This is an optimization exercise on Yosys and OpenROAD, whose aim is small area and a short achievable clock period, not a production implementation. RTL that was checked went through simulation tests only; none was proved equivalent to the original. The clock input has no modelled driver; a real chip could not lean on it and would need a root buffer or a full tree. Power and IR drop assume default switching activity.

==> inputs of 09-17 <==
Design wallace_multiplier_16bit, start of the top module:
module wallace_multiplier_16bit(
    input  wire        clk,
    input  wire        rst,
    input  wire [15:0] multiplicand,
    input  wire [15:0] multiplier,
    output reg  [31:0] result
);
clock: 3.0 ns
lec_check: 0
cap_margin: 20
core_margin: 2
core_utilization: 60
cts_buf_list: sky130_fd_sc_hd__clkbuf_4 sky130_fd_sc_hd__clkbuf_8
cts_cluster_diameter: 50
cts_cluster_size: 12
setup_slack_margin: 1.15
slew_margin: 20
synth_hierarchical: 1
synth_minimum_keep_size: 0
standard.sh (not shown) runs the stock make flow with config.mk's settings and CLKGATE_MAP_FILE= SYNTH_SCRIPT=/design/flow/synth_recipe.tcl, a recipe that flattens the netlist after the stock synthesis.
==> flow/flow/run.sh <==
#!/bin/bash
set -euo pipefail
export BUFFER_PORTS_ARGS="-buffer_cell sky130_fd_sc_hd__buf_1"
export CTS_ARGS="-sink_clustering_enable -repair_clock_nets -dont_use_dummy_load -sink_clustering_size 12 -sink_clustering_max_diameter 50 -buf_list {sky130_fd_sc_hd__clkbuf_4 sky130_fd_sc_hd__clkbuf_8}"
bash standard.sh cts > standard_to_cts.log 2>&1
RES=orfs/results/${FLOW_PLATFORM:-sky130hd}/wallace_multiplier_16bit/base R5_MODE=none \
  openroad -no_init -exit flow/skew.tcl > skew.log 2>&1
bash standard.sh > standard_finish.log 2>&1
Other scripts of this flow, unchanged in this note and not shown: flow/flow/skew.tcl
==> 03-15: changes against 09-17 <==
==> flow/flow/run.sh (replaced) <==
#!/bin/bash
# Standard ORFS layout (the standard.sh) with these changes:
#  - plain buf_1 cells as the port buffers (buffer_ports picks delay cells by default);
#  - clock tree synthesis without dummy load cells;
set -euo pipefail
export BUFFER_PORTS_ARGS="-buffer_cell sky130_fd_sc_hd__buf_1"
export CTS_ARGS="-sink_clustering_enable -repair_clock_nets -dont_use_dummy_load -sink_clustering_size 12 -sink_clustering_max_diameter 50 -buf_list {sky130_fd_sc_hd__clkbuf_4 sky130_fd_sc_hd__clkbuf_8}"
SKIP_CTS_REPAIR_TIMING=1 SETUP_SLACK_MARGIN=0 bash standard.sh cts > standard_to_cts.log 2>&1
RES=orfs/results/${FLOW_PLATFORM:-sky130hd}/wallace_multiplier_16bit/base R5_MODE=none \
  openroad -no_init -exit flow/skew.tcl > skew.log 2>&1
SETUP_SLACK_MARGIN=1.05 bash standard.sh > standard_finish.log 2>&1
--- a/flow/config.mk
+++ b/flow/config.mk
@@ -13,3 +13,2 @@
 export CTS_CLUSTER_SIZE = 12
-export SETUP_SLACK_MARGIN = 1.15
 export SLEW_MARGIN = 20
==> 08-12: changes against 09-17 <==
==> flow/flow/run.sh (replaced) <==
#!/bin/bash
# Standard ORFS layout (the standard.sh) with these changes:
#  - plain buf_1 cells as the port buffers (buffer_ports picks delay cells by default);
#  - clock tree synthesis without dummy load cells;
set -euo pipefail
export BUFFER_PORTS_ARGS="-buffer_cell sky130_fd_sc_hd__buf_1"
export CTS_ARGS="-sink_clustering_enable -repair_clock_nets -dont_use_dummy_load -sink_clustering_size 12 -sink_clustering_max_diameter 50 -buf_list {sky130_fd_sc_hd__clkbuf_4 sky130_fd_sc_hd__clkbuf_8}"
SKIP_CTS_REPAIR_TIMING=1 SETUP_SLACK_MARGIN=0 bash standard.sh cts > standard_to_cts.log 2>&1
RES=orfs/results/${FLOW_PLATFORM:-sky130hd}/wallace_multiplier_16bit/base R5_MODE=none \
  openroad -no_init -exit flow/skew.tcl > skew.log 2>&1
SETUP_SLACK_MARGIN=1.15 bash standard.sh > standard_finish.log 2>&1
--- a/flow/config.mk
+++ b/flow/config.mk
@@ -13,3 +13,2 @@
 export CTS_CLUSTER_SIZE = 12
-export SETUP_SLACK_MARGIN = 1.15
 export SLEW_MARGIN = 20
==> qor summary <==
                                                                            08-12                    03-15                    09-17
Lkg Pwr                                                                0.00588 µW               0.00544 µW               0.00628 µW
Total power                                                              12100 µW                 11800 µW                 12400 µW
Avg Vias per Cell                                                            5.18                     5.11                     5.20
Share of the final layout cell area in multi-input gates                    0.458                    0.479                    0.454
Fraction of met1 tracks used by global routing                              0.342                    0.342                    0.358
Final HPWL from detailed placement                                       17900 µm                 17900 µm                 17500 µm
Antenna violations before repair                                                0                        0                        1
Sequential group power                                                    5670 µW                  5670 µW                  5660 µW
Data-path buffer share of cell area in the final layout                    0.0994                   0.0515                    0.127
NumNets Final                                                                1449                     1383                     1490
Final clock period utilization by the worst path                            0.637                    0.656                    0.650
Worst hold margin                                                        0.112 ns                 0.111 ns                 0.104 ns
Layout area overhead                                                        17.5%                    10.4%                    24.9%
Fill cell count                                                              1485                     1623                     1342
Result of the run                                         complete, no violations  complete, no violations  complete, no violations
Proportion of power drawn by flip-flops and latches                         0.470                    0.481                    0.455
GR Util All Layers                                                          0.223                    0.223                    0.252
No functional check of the RTL was part of any run of this note.


==> inputs of harbor <==
wallace_multiplier_16bit, a different RTL version from the one above (not shown whole).
## wallace_multiplier_16bit
module wallace_multiplier_16bit(
    input  wire        clk,
    input  wire        rst,
    input  wire [15:0] multiplicand,
    input  wire [15:0] multiplier,
    output reg  [31:0] result
);
reg q1_multiplicand_0;
reg q1_multiplicand_1;
reg q1_multiplicand_2;
reg q1_multiplicand_3;
reg q1_multiplicand_4;
reg q1_multiplicand_5;
reg q1_multiplicand_6;
reg q1_multiplicand_7;
reg q1_multiplicand_8;
reg q1_multiplicand_9;
reg q1_multiplicand_10;
reg q1_multiplicand_11;
reg q1_multiplicand_12;
reg q1_multiplicand_13;
reg q1_multiplicand_14;
reg q1_multiplicand_15;
reg q1_multiplier_0;
reg q1_multiplier_1;
reg q1_multiplier_2;
reg q1_multiplier_3;
reg q1_multiplier_4;
reg q1_multiplier_5;
reg q1_multiplier_6;
reg q1_multiplier_7;
reg q1_multiplier_8;
reg q1_multiplier_9;
reg q1_multiplier_10;
reg q1_multiplier_11;
reg q1_multiplier_12;
reg q1_multiplier_13;
reg q1_multiplier_14;
reg q1_multiplier_15;
reg q2_p33;
reg q2_s398;
reg q2_s400;
reg q2_s414;
reg q2_s402;
reg q2_s422;
reg q2_c403;
reg q2_s404;
reg q2_c423;
reg q2_s336;
reg q2_c387;
reg q2_s388;
reg q2_c405;
reg q2_s340;
reg q2_c389;
reg q2_s390;
reg q2_c339;
reg q2_c341;
reg q2_s342;
reg q2_s344;
reg q2_c391;
reg q2_c343;
reg q2_c345;
reg q2_s346;
reg q2_s348;
reg q2_s266;
reg q2_s268;
reg q2_s270;
reg q2_c347;
reg q2_c349;
reg q2_s350;
reg q2_c271;
reg q2_s274;
reg q2_s276;
reg q2_c351;
reg q2_s352;
reg q2_c277;
reg q2_s280;
reg q2_s282;
reg q2_c353;
reg q2_s354;
reg q2_c281;
reg q2_c283;
reg q2_s286;
  ...
clock: 3.0 ns
lec_check: 0
cap_margin: 20
core_margin: 2
core_utilization: 60
cts_buf_list: sky130_fd_sc_hd__clkbuf_4 sky130_fd_sc_hd__clkbuf_8
cts_cluster_diameter: 50
cts_cluster_size: 12
setup_slack_margin: 1.1
slew_margin: 20
synth_hierarchical: 1
synth_minimum_keep_size: 0
==> flow/flow/run.sh <==
#!/bin/bash
# Standard ORFS layout (the standard.sh) with two changes:
#  - plain buf_1 cells as the port buffers (buffer_ports picks delay cells by default);
#  - clock tree synthesis without dummy load cells.
set -euo pipefail
export BUFFER_PORTS_ARGS="-buffer_cell sky130_fd_sc_hd__buf_1"
export CTS_ARGS="-sink_clustering_enable -repair_clock_nets -dont_use_dummy_load -sink_clustering_size 12 -sink_clustering_max_diameter 50 -buf_list {sky130_fd_sc_hd__clkbuf_4 sky130_fd_sc_hd__clkbuf_8}"
bash standard.sh > standard_flow.log 2>&1
==> inputs of delta, as changes to harbor <==
==> flow/run.sh (new file) <==
#!/bin/bash
# synth_recipe.tcl (not shown) runs the flow's synth.tcl, then flattens the netlist and writes it again
# the make line also repeats each setting of config.mk as NAME=value (left out here)
make -C /OpenROAD-flow-scripts/flow DESIGN_CONFIG=/design/flow/config.mk WORK_HOME=/design/flow/orfs CLKGATE_MAP_FILE= SYNTH_SCRIPT=/design/flow/synth_recipe.tcl finish
removed: flow/flow/run.sh
removed: flow/standard.sh
==> inputs of garnet, as changes to harbor <==
==> flow/flow/run.sh (replaced) <==
#!/bin/bash
# Standard ORFS layout (the standard.sh) with two changes:
#  - plain buf_1 cells as the port buffers (buffer_ports picks delay cells by default);
#  - clock tree synthesis without dummy load cells.
set -euo pipefail
export BUFFER_PORTS_ARGS="-buffer_cell sky130_fd_sc_hd__buf_1"
export CTS_ARGS="-sink_clustering_enable -repair_clock_nets -dont_use_dummy_load -sink_clustering_size 10 -sink_clustering_max_diameter 40 -buf_list {sky130_fd_sc_hd__clkbuf_4}"
bash standard.sh > standard_flow.log 2>&1
==> comparison table <==
| item | garnet | delta | harbor |
|---|---|---|---|
| Power dissipated in sequential cells | 0.00645 W | 0.00645 W | 0.00644 W |
| Endpoint of the worst-slack reg-to-reg timing path | q2_s368$_DFF_P_ | q3_s579$_DFF_P_ | result[28]$_DFF_PP0_ |
| Number of CTS-inserted buffers | 44 | 37 | 36 |
| Placed instance count | 1,372 | 1,369 | 1,372 |
| Clock network fraction of design power | 15.6% | 22.4% | 18.7% |
| Slew HR | 53.61% | 50.15% | 53.43% |
| Count of antenna diodes in the layout | 1 | 0 | 0 |
| Register fraction of the total cell area | 46.90% | 44.74% | 46.68% |
| Via density per instance | 5.079 | 5.104 | 5.051 |
| Critical Path Sink | q2_s368$_DFF_P_ | q3_s579$_DFF_P_ | result[28]$_DFF_PP0_ |
| Count of hold buffers inserted by post-cts repair | 3 | 0 | 0 |
| Status | finished clean | finished clean | finished clean |
| Number of setup buffers added after CTS | 0 | 1 | 0 |
| Antenna violations before repair | 1 | 0 | 0 |
| Final core area utilization | 65.29% | 68.43% | 65.63% |
| Total vias in the final route | 7,227 | 7,304 | 7,117 |
| Final worst path period share | 62.91% | 62.81% | 61.85% |
| Clock group | 0.00195 W | 0.00306 W | 0.00241 W |
| Worst setup slack for register-to-register paths | 1.11 ns | 1.12 ns | 1.14 ns |
| Start of the worst register-to-register path | q1_multiplier_4$_DFF_P_ | q2_s300$_DFF_P_ | q4_pp729$_DFF_P_ |
Function was not checked in any run of this note: the RTL went through the layout flow alone.


==> wip/amber <==
wallace_multiplier_16bit, a different RTL version from the one above (not shown whole).
## wallace_multiplier_16bit
module wallace_multiplier_16bit(
    input  wire        clk,
    input  wire        rst,
    input  wire [15:0] multiplicand,
    input  wire [15:0] multiplier,
    output reg  [31:0] result
);
reg q1_multiplicand_0;
reg q1_multiplicand_1;
reg q1_multiplicand_2;
reg q1_multiplicand_3;
reg q1_multiplicand_4;
reg q1_multiplicand_5;
reg q1_multiplicand_6;
reg q1_multiplicand_7;
reg q1_multiplicand_8;
reg q1_multiplicand_9;
reg q1_multiplicand_10;
reg q1_multiplicand_11;
reg q1_multiplicand_12;
reg q1_multiplicand_13;
reg q1_multiplicand_14;
reg q1_multiplicand_15;
reg q1_multiplier_0;
reg q1_multiplier_1;
reg q1_multiplier_2;
reg q1_multiplier_3;
reg q1_multiplier_4;
reg q1_multiplier_5;
reg q1_multiplier_6;
reg q1_multiplier_7;
reg q1_multiplier_8;
reg q1_multiplier_9;
reg q1_multiplier_10;
reg q1_multiplier_11;
reg q1_multiplier_12;
reg q1_multiplier_13;
reg q1_multiplier_14;
reg q1_multiplier_15;
reg q2_p33;
reg q2_s397;
reg q2_s399;
reg q2_s413;
reg q2_s401;
reg q2_s421;
reg q2_c402;
reg q2_s403;
reg q2_c422;
reg q2_s335;
reg q2_c386;
reg q2_s387;
reg q2_c404;
reg q2_s339;
reg q2_c388;
reg q2_s389;
reg q2_c338;
reg q2_c340;
reg q2_s341;
reg q2_s343;
reg q2_c390;
reg q2_c342;
reg q2_c344;
reg q2_s345;
reg q2_s347;
reg q2_s265;
reg q2_s267;
reg q2_s269;
reg q2_c346;
reg q2_c348;
reg q2_s349;
reg q2_c270;
reg q2_s273;
reg q2_s275;
reg q2_c350;
reg q2_s351;
reg q2_c276;
reg q2_s279;
reg q2_s281;
reg q2_c352;
reg q2_s353;
reg q2_c280;
reg q2_c282;
reg q2_s285;
reg q2_s287;
reg q2_c354;
reg q2_s355;
reg q2_c286;
reg q2_c288;
reg q2_s291;
reg q2_s293;
reg q2_c356;
reg q2_s357;
reg q2_c292;
reg q2_c294;
reg q2_s297;
reg q2_s299;
reg q2_c358;
reg q2_s359;
reg q2_c296;
reg q2_c298;
reg q2_c300;
reg q2_s301;
reg q2_s303;
reg q2_s305;
reg q2_c360;
reg q2_c304;
reg q2_c306;
reg q2_s309;
reg q2_s311;
reg q2_s361;
reg q2_c310;
reg q2_c312;
reg q2_s315;
reg q2_s317;
reg q2_c362;
reg q2_s363;
reg q2_c318;
reg q2_c364;
reg q2_s365;
reg q2_s367;
reg q2_s327;
reg q2_c366;
reg q2_c368;
reg q2_s369;
reg q2_s371;
reg q2_s329;
reg q2_c370;
reg q2_c372;
reg q2_s373;
reg q2_s375;
reg q2_s391;
  ...
make LEC_CHECK=0 CAP_MARGIN=20 CORE_MARGIN=2 CORE_UTILIZATION=60 SETUP_SLACK_MARGIN=1.0 SLEW_MARGIN=20 SYNTH_HIERARCHICAL=1 SYNTH_MINIMUM_KEEP_SIZE=0 finish   # period 3.0 ns
run.sh (not shown) runs the stock make flow with config.mk's settings and CLKGATE_MAP_FILE= SYNTH_SCRIPT=/design/flow/synth_recipe.tcl, a recipe that flattens the netlist after the stock synthesis.
Stock flow here: none of the scripts above is used.
==> wip/willow: changes against wip/amber <==
CORE_UTILIZATION = 40   (was 60)
==> run summary <==
- wip/amber produced a clean layout. wip/willow ran to the end with no violations.
- Of wip/willow and wip/amber, wip/willow has the higher clock power (gap about 8%, measured against wip/amber).
- Hold slack: wip/willow is higher than wip/amber (0.00087 ns).
- Against wip/willow, the total power of wip/amber is smaller by about 2%.
- In wip/amber the routed wire length is smaller than in wip/willow, by 6.5%.
==> figures <==
quantity	wip/willow	wip/amber
Run status	complete, no violations	complete, no violations
Hold path endpoint	q3_q2_r209_0	q4_q3_r471_1
Setup WS pre-CTS	0.746 ns	0.820 ns
Actual slew at the worst max-slew pin	0.597 ns	0.665 ns
Die footprint	36200 sq um	24300 sq um
Half-perimeter wire length after placement	18.9 mm	18.1 mm
Net count reported at finish	1443	1441
Highest clock frequency the design can meet	0.489 GHz	0.501 GHz
Tap Cells	455	285
Final critical-path required period	2.05 ns	2.00 ns


==> build 26 <==
Another version of the RTL of wallace_multiplier_16bit (not shown whole).
==> flow/config.mk <==
export PLATFORM = sky130hd
export DESIGN_NAME = wallace_multiplier_16bit
export DESIGN_NICKNAME = wallace_multiplier_16bit
export VERILOG_FILES = /design/flow/design.v
export SDC_FILE = /design/flow/constraint.sdc
export NUM_CORES = 4
export LEC_CHECK = 0
export CAP_MARGIN = 20
export CORE_MARGIN = 2
export CORE_UTILIZATION = 60
export CTS_BUF_LIST = sky130_fd_sc_hd__clkbuf_4 sky130_fd_sc_hd__clkbuf_8
export CTS_CLUSTER_DIAMETER = 50
export CTS_CLUSTER_SIZE = 12
export SLEW_MARGIN = 20
export SYNTH_HIERARCHICAL = 1
export SYNTH_MINIMUM_KEEP_SIZE = 0
==> flow/constraint.sdc <==
create_clock -name core_clock -period 3.0 [get_ports {clk}]
set_input_delay 0.6000 -clock core_clock [delete_from_list [all_inputs] [get_ports {clk}]]
set_output_delay 0.6000 -clock core_clock [all_outputs]
set_load 0.01 [all_outputs]
standard.sh (not shown) runs the stock make flow with config.mk's settings and CLKGATE_MAP_FILE= SYNTH_SCRIPT=/design/flow/synth_recipe.tcl, a recipe that flattens the netlist after the stock synthesis.
==> flow/flow/run.sh <==
#!/bin/bash
# Standard ORFS layout (the standard.sh) with these changes:
#  - plain buf_1 cells as the port buffers (buffer_ports picks delay cells by default);
#  - clock tree synthesis without dummy load cells;
set -euo pipefail
export BUFFER_PORTS_ARGS="-buffer_cell sky130_fd_sc_hd__buf_1"
export CTS_ARGS="-sink_clustering_enable -repair_clock_nets -dont_use_dummy_load -sink_clustering_size 12 -sink_clustering_max_diameter 50 -buf_list {sky130_fd_sc_hd__clkbuf_4 sky130_fd_sc_hd__clkbuf_8}"
SKIP_CTS_REPAIR_TIMING=1 SETUP_SLACK_MARGIN=0 bash standard.sh cts > standard_to_cts.log 2>&1
RES=orfs/results/${FLOW_PLATFORM:-sky130hd}/wallace_multiplier_16bit/base R5_MODE=none \
  openroad -no_init -exit flow/skew.tcl > skew.log 2>&1
SETUP_SLACK_MARGIN=1.4 bash standard.sh > standard_finish.log 2>&1
==> flow/flow/skew.tcl <==
proc insts_matching {pats} {
  set r {}
  foreach i [[ord::get_db_block] getInsts] {
    if {[$i findITerm CLK] eq "NULL"} continue
    foreach p $pats { if {[string match $p [$i getName]]} { lappend r $i; break } }
  }
  return $r
}
proc clk_net_of {inst} { return [[[$inst findITerm CLK] getNet] getName] }
proc busiest_net {insts} {
  set cnt [dict create]
  foreach i $insts { dict incr cnt [clk_net_of $i] }
  set best ""; set bn 0
  dict for {k v} $cnt { if {$v > $bn} { set best $k; set bn $v } }
  return $best
}
proc regroup {name insts src_net cells} {
  # a chain of the given buffer cells from src_net to the clock pins of insts
  set block [ord::get_db_block]
  set sx 0; set sy 0
  foreach i $insts {
    set b [$i getBBox]
    set sx [expr {$sx + ([$b xMin] + [$b xMax]) / 2}]
    set sy [expr {$sy + ([$b yMin] + [$b yMax]) / 2}]
  }
  set n [llength $insts]
  set x [expr {$sx / $n}]; set y [expr {$sy / $n}]
  set prev [$block findNet $src_net]
  set k 0
  foreach cell $cells {
    set inst [odb::dbInst_create $block [[ord::get_db] findMaster $cell] ${name}_$k]
    set net [odb::dbNet_create $block ${name}_${k}_net]
    $net setSigType CLOCK
    [$inst findITerm A] connect $prev
    [$inst findITerm X] connect $net
    $inst setLocation $x $y
    $inst setPlacementStatus PLACED
    set prev $net
    incr k
  }
  set old {}
  foreach i $insts {
    set it [$i findITerm CLK]
    lappend old [[$it getNet] getName]
    $it disconnect
    $it connect $prev
  }
  # drop clock buffers left without loads
  foreach on [lsort -unique $old] {
    set cn [$block findNet $on]
    if {$cn eq "NULL"} continue
    set loads 0
    foreach it [$cn getITerms] { if {[$it isInputSignal]} { incr loads } }
    if {$loads == 0} {
      foreach it [$cn getITerms] { odb::dbInst_destroy [$it getInst] }
      odb::dbNet_destroy $cn
      puts "removed clock net $on, left without loads"
    }
  }
  puts "$name: $cells drive $n clock pins from $src_net"
}
proc driver_input_net {netname} {
  # the net at the input of the buffer that drives netname
  foreach it [[[ord::get_db_block] findNet $netname] getITerms] {
    if {[$it isOutputSignal]} { return [[[[$it getInst] findITerm A] getNet] getName] }
  }
  return ""
}
proc halves_by_x {insts} {
  set l {}
  foreach i $insts { lappend l [list [[$i getBBox] xMin] $i] }
  set l [lsort -integer -index 0 $l]
  set h [expr {[llength $l] / 2}]
  set a {}; set b {}
  foreach e [lrange $l 0 [expr {$h - 1}]] { lappend a [lindex $e 1] }
  foreach e [lrange $l $h end] { lappend b [lindex $e 1] }
  return [list $a $b]
}
proc apply_skew {r5_mode} {
  lassign [halves_by_x [insts_matching {q1_*}]] a b
  regroup ckskew_r1a $a clk sky130_fd_sc_hd__clkbuf_16
  regroup ckskew_r1b $b clk sky130_fd_sc_hd__clkbuf_16
  set r5 [insts_matching {result* vld_n*}]
  set leaf [busiest_net $r5]
  if {$r5_mode eq "leaf"} {
    regroup ckskew_r5 $r5 $leaf sky130_fd_sc_hd__clkbuf_16
  } elseif {$r5_mode eq "mid"} {
    regroup ckskew_r5 $r5 [driver_input_net $leaf] {sky130_fd_sc_hd__clkbuf_2 sky130_fd_sc_hd__clkbuf_16}
  }
}

set res $::env(RES)
read_db $res/4_cts.odb
apply_skew $::env(R5_MODE)
detailed_placement
check_placement
write_db $res/4_cts.odb
==> trial 9: changes against build 26 <==
--- a/flow/flow/run.sh
+++ b/flow/flow/run.sh
@@ -7,5 +7,5 @@
 export CTS_ARGS="-sink_clustering_enable -repair_clock_nets -dont_use_dummy_load -sink_clustering_size 12 -sink_clustering_max_diameter 50 -buf_list {sky130_fd_sc_hd__clkbuf_4 sky130_fd_sc_hd__clkbuf_8}"
 SKIP_CTS_REPAIR_TIMING=1 SETUP_SLACK_MARGIN=0 bash standard.sh cts > standard_to_cts.log 2>&1
-RES=orfs/results/${FLOW_PLATFORM:-sky130hd}/wallace_multiplier_16bit/base R5_MODE=none \
+RES=orfs/results/${FLOW_PLATFORM:-sky130hd}/wallace_multiplier_16bit/base R5_MODE=mid \
   openroad -no_init -exit flow/skew.tcl > skew.log 2>&1
-SETUP_SLACK_MARGIN=1.4 bash standard.sh > standard_finish.log 2>&1
+SETUP_SLACK_MARGIN=1.3 bash standard.sh > standard_finish.log 2>&1
--- a/flow/flow/skew.tcl
+++ b/flow/flow/skew.tcl
@@ -86,5 +86,5 @@
     regroup ckskew_r5 $r5 $leaf sky130_fd_sc_hd__clkbuf_16
   } elseif {$r5_mode eq "mid"} {
-    regroup ckskew_r5 $r5 [driver_input_net $leaf] {sky130_fd_sc_hd__clkbuf_2 sky130_fd_sc_hd__clkbuf_16}
+    regroup ckskew_r5 $r5 [driver_input_net $leaf] sky130_fd_sc_hd__clkbuf_16
   }
 }
==> trial 97: changes against build 26 <==
--- a/flow/flow/run.sh
+++ b/flow/flow/run.sh
@@ -9,3 +9,3 @@
 RES=orfs/results/${FLOW_PLATFORM:-sky130hd}/wallace_multiplier_16bit/base R5_MODE=none \
   openroad -no_init -exit flow/skew.tcl > skew.log 2>&1
-SETUP_SLACK_MARGIN=1.4 bash standard.sh > standard_finish.log 2>&1
+SETUP_SLACK_MARGIN=1.15 bash standard.sh > standard_finish.log 2>&1
==> run summary <==
quantity                                                   trial 97         trial 9        build 26
Reg-to-reg slack, setup                                     1.20 ns         1.29 ns         1.26 ns
GR Layer Usage met1                                          36.28%          36.12%          36.28%
Signal buf overhead                                          3.535%          4.371%          6.154%
Layout cell share with drive strength beyond 1               8.341%          13.47%          17.16%
Area used by sequential logic in the layout              6618 sq um      6660 sq um      6704 sq um
Status                                               finished clean  finished clean  finished clean
Worst-path clk slew                                         0.09 ns         0.11 ns         0.07 ns
Leakage power total                                     0.005658 uW     0.005797 uW     0.005973 uW
Switching part of the total power                            31.94%          31.94%          32.03%
Fraction of area in registers                                45.72%          45.26%          44.44%
Period Utilization, post-route                               60.13%          57.36%          58.13%
Met1 Routed Length                                         12780 um        12620 um        12660 um
Endpoint of the most critical setup path                    q2_s496      result[26]      result[22]
Seq. pwr                                                    6410 uW         6430 uW         6410 uW
Global Route met3 Usage                                      3.998%          4.026%          3.998%
Number of global-route vias before repair                      7587            7609            7587
Relative area change from synthesis to final layout          8.101%          9.886%          12.67%
Total power divided by cell area                      875.2 nW/um^2   885.4 nW/um^2   870.3 nW/um^2
Worst-case clock skew                                     0.4479 ns       0.4467 ns       0.4465 ns

[re-timing with driven ports]
The results above use ideal ports. As a check the final layouts listed here were re-extracted and re-timed, cells and wires unchanged. Step 1 assumes that a clkbuf_16 drives the clock port and a buf_2 every other input. Step 2, shift: input delay + t, output delay - t, t = (earliest + latest rising clock arrival at the registers) / 2. This alone moves slack from input paths to output paths. Three values: ideal, step 1, step 2; two values: the first two.
run | shift t [ns] | setup WS [ns] | latest minus earliest clock arrival (ns) | worst slew at a driven data input, ns
09-17 | 0.396 | 1.049 / 1.049 / 1.049 | 0.356 / 0.356 | 0.03
03-15 | 0.422 | 1.033 / 1.034 / 1.034 | 0.396 / 0.396 | 0.04
08-12 | 0.422 | 1.089 / 1.089 / 1.089 | 0.394 / 0.395 | 0.04
harbor | 0.549 | 1.144 / 1.144 / 1.144 | 0.031 / 0.031 | 0.03
delta | 0.569 | 1.116 / 1.116 / 1.116 | 0.019 / 0.019 | 0.04
garnet | 0.660 | 1.113 / 1.113 / 1.113 | 0.051 / 0.052 | 0.04
wip/amber | 0.551 | 1.004 / 0.998 / 1.004 | 0.012 / 0.012 | 0.04
wip/willow | 0.555 | 0.953 / 0.953 / 0.953 | 0.012 / 0.012 | 0.04
build 26 | 0.418 | 1.256 / 1.256 / 1.256 | 0.446 / 0.447 | 0.04
trial 9 | 0.433 | 1.279 / 1.217 / 1.292 | 0.478 / 0.478 | 0.04
trial 97 | 0.418 | 1.196 / 1.196 / 1.196 | 0.448 / 0.448 | 0.03
In 6 of these runs the clock reaches the registers at very different times; t lies between them, and the last value is a rough guide only.
